Context: an optimization exercise on an open-source flow, tuned for small area and a short achievable clock period. The choices shown serve that exercise and are no tape-out recipe.
The clock input has no modelled driver; a real chip could not lean on it and would need a root buffer or a full tree.
Power figures rest on the tool's default switching activity, not on a simulated workload.

// reservation_station
module reservation_station #(
    parameter RS_SIZE = 8,
    parameter PR_BITS = 6,
    parameter ROB_SIZE = 16,
    parameter ROB_BITS = $clog2(ROB_SIZE)
)(
    input  logic clk,
    input  logic rst,
    input  logic                  dispatch_en,
    input  logic [PR_BITS-1:0]    src1,
    input  logic [PR_BITS-1:0]    src2,
    input  logic [PR_BITS-1:0]    dst,
    input  logic                  src1_ready,
    input  logic                  src2_ready,
    input  logic                  use_imm,
    input  logic [31:0]           imm,
    input  logic [ROB_BITS-1:0]   alloc_rob_idx,
    input  logic                  dispatch_is_branch,
    input  logic [31:0]           dispatch_pc,
    input logic [1:0] dispatch_br_type,
    input  logic                  wb_valid,
    input  logic [PR_BITS-1:0]    wb_phys,
    input  logic                  issue_grant,
    output logic [1:0] issue_br_type,
    output logic                  issue_valid,
    output logic [PR_BITS-1:0]    issue_src1,
    output logic [PR_BITS-1:0]    issue_src2,
    output logic [PR_BITS-1:0]    issue_dst,
    output logic                  issue_use_imm,
    output logic [31:0]           issue_imm,
    output logic                  issue_is_branch,
    output logic [31:0]           issue_pc,
    output logic [ROB_BITS-1:0]   issue_rob_idx,
  ...
==> flow/config.mk <==
export PLATFORM = sky130hd
export DESIGN_NAME = reservation_station
export DESIGN_NICKNAME = reservation_station
export VERILOG_FILES = /design/flow/design.v
export SDC_FILE = /design/flow/constraint.sdc
export NUM_CORES = 4
export LEC_CHECK = 0
export CAP_MARGIN = 20
export CORE_MARGIN = 2
export CORE_UTILIZATION = 65
export PLACE_DENSITY = 0.75
export SETUP_SLACK_MARGIN = 2.6
export SLEW_MARGIN = 20
export TNS_END_PERCENT = 5
==> flow/constraint.sdc <==
create_clock -name core_clock -period 4.5 [get_ports {clk}]
set_input_delay 0.9000 -clock core_clock [delete_from_list [all_inputs] [get_ports {clk}]]
set_output_delay 0.9000 -clock core_clock [all_outputs]
set_load 0.01 [all_outputs]
standard.sh (not shown) runs the stock make flow with config.mk's settings and CLKGATE_MAP_FILE= SYNTH_SCRIPT=/design/flow/synth_recipe.tcl, a recipe that flattens the netlist after the stock synthesis.
==> flow/flow/run.sh <==
#!/bin/bash
# Standard ORFS layout, with plain buffers on the ports instead of the
# delay-cell buffers that buffer_ports picks by default, extra settings from
# flow/extra.mk, and flow/post_cts.tcl run at the end of CTS.
set -euo pipefail
EXTRA=()
[[ -f flow/extra.mk ]] && while IFS= read -r l; do [[ -n "$l" ]] && EXTRA+=("$l"); done < flow/extra.mk
bash standard.sh "BUFFER_PORTS_ARGS=-buffer_cell sky130_fd_sc_hd__buf_1" "POST_CTS_TCL=$PWD/flow/post_cts.tcl" "${EXTRA[@]}" finish > flow_standard.log 2>&1
==> flow/flow/extra.mk <==
CTS_ARGS=-sink_clustering_enable -repair_clock_nets -dont_use_dummy_load -sink_clustering_size 24 -sink_clustering_max_diameter 80
==> flow/flow/post_cts.tcl <==
set block [ord::get_db_block]
set root [$block findInst clkbuf_0_clk]
if {$root != "NULL"} {
  set in_net [[$root findITerm A] getNet]
  set out_net [[$root findITerm X] getNet]
  set loads {}
  foreach it [$out_net getITerms] {
    if {[$it getInst] != $root} { lappend loads $it }
  }
  if {[llength $loads] <= 4 && [llength [$out_net getBTerms]] == 0} {
    puts "post_cts: removing [$root getName], clock port now feeds [llength $loads] buffers"
    foreach it $loads {
      $it disconnect
      $it connect $in_net
    }
    odb::dbInst_destroy $root
    odb::dbNet_destroy $out_net
    estimate_parasitics -placement
    repair_timing_helper
    detailed_placement
    check_placement -verbose
  } else {
    puts "post_cts: root buffer kept ([llength $loads] loads)"
  }
}
The first run produced a clean layout.
Edit:
Settings changed: SETUP_SLACK_MARGIN 2.6 to 2.3.
After rerunning: Wire length decreases by 0.71%. Setup slack is better by 35 ps. Via count is lower by 1.2%. Die area stays the same. Cell area falls by 0.91%. Area after synthesis does not change. Combinational power decreases by about 2%.
Edit:
==> flow/flow/run.sh (replaced) <==
#!/bin/bash
# Standard ORFS layout, with plain buffers on the ports instead of the
# delay-cell buffers that buffer_ports picks by default.
set -euo pipefail
EXTRA=()
[[ -f flow/extra.mk ]] && while IFS= read -r l; do [[ -n "$l" ]] && EXTRA+=("$l"); done < flow/extra.mk
bash standard.sh "BUFFER_PORTS_ARGS=-buffer_cell sky130_fd_sc_hd__buf_1" "${EXTRA[@]}" finish > flow_standard.log 2>&1
removed: flow/flow/post_cts.tcl
Outcome: Total power stays flat; maximum frequency goes down by 5.4%; worst hold slack gets worse by 100 ps; critical path depth does not change; area after synthesis is unchanged; cell area came out lower by 0.65%.
Edit:
Settings changed: CORE_UTILIZATION 65 to 75, PLACE_DENSITY 0.75 to 0.85.
Clock-buffer cell count stays the same.
Via count went up by 2.3%.
Final area went down by 2.4%.
Wire length went down by 1.8%.
Power went down by 2.0%.
No run of this note included a check of the RTL's function; only the layout flow was run.

==> static timing again, ports no longer ideal <==
Ports are ideal in the flow. The routed layouts listed here were re-timed in OpenROAD. Step 1 assumes that a clkbuf_16 drives the clock port and a buf_2 every other input. Step 2 also shifts input and output timing later by t, the mid clock arrival at the registers, as if the neighbouring blocks saw the same clock. Slacks: no drivers / after step 1 / after step 2; pairs: no drivers / after step 1.
run | t, ns | setup WS [ns] | worst setup path at the end | latest minus earliest clock arrival (ns) | pins driven straight from the clock port
the first run | 0.492 | 1.817 / 1.696 / 1.533 | input to register | 0.045 / 0.044 | 4
the second run | 0.495 | 1.852 / 1.732 / 1.555 | input to register | 0.046 / 0.046 | 4
the third run | 0.627 | 1.701 / 1.642 / 1.422 | input to register | 0.042 / 0.041 | 1
the fourth run | 0.633 | 1.689 / 1.632 / 1.374 | input to register | 0.068 / 0.067 | 1
After both steps setup and hold are still met in every run listed. The setup slack of the fourth run, which loses most, moves by -0.057 ns with the drivers and by -0.315 ns with both steps.
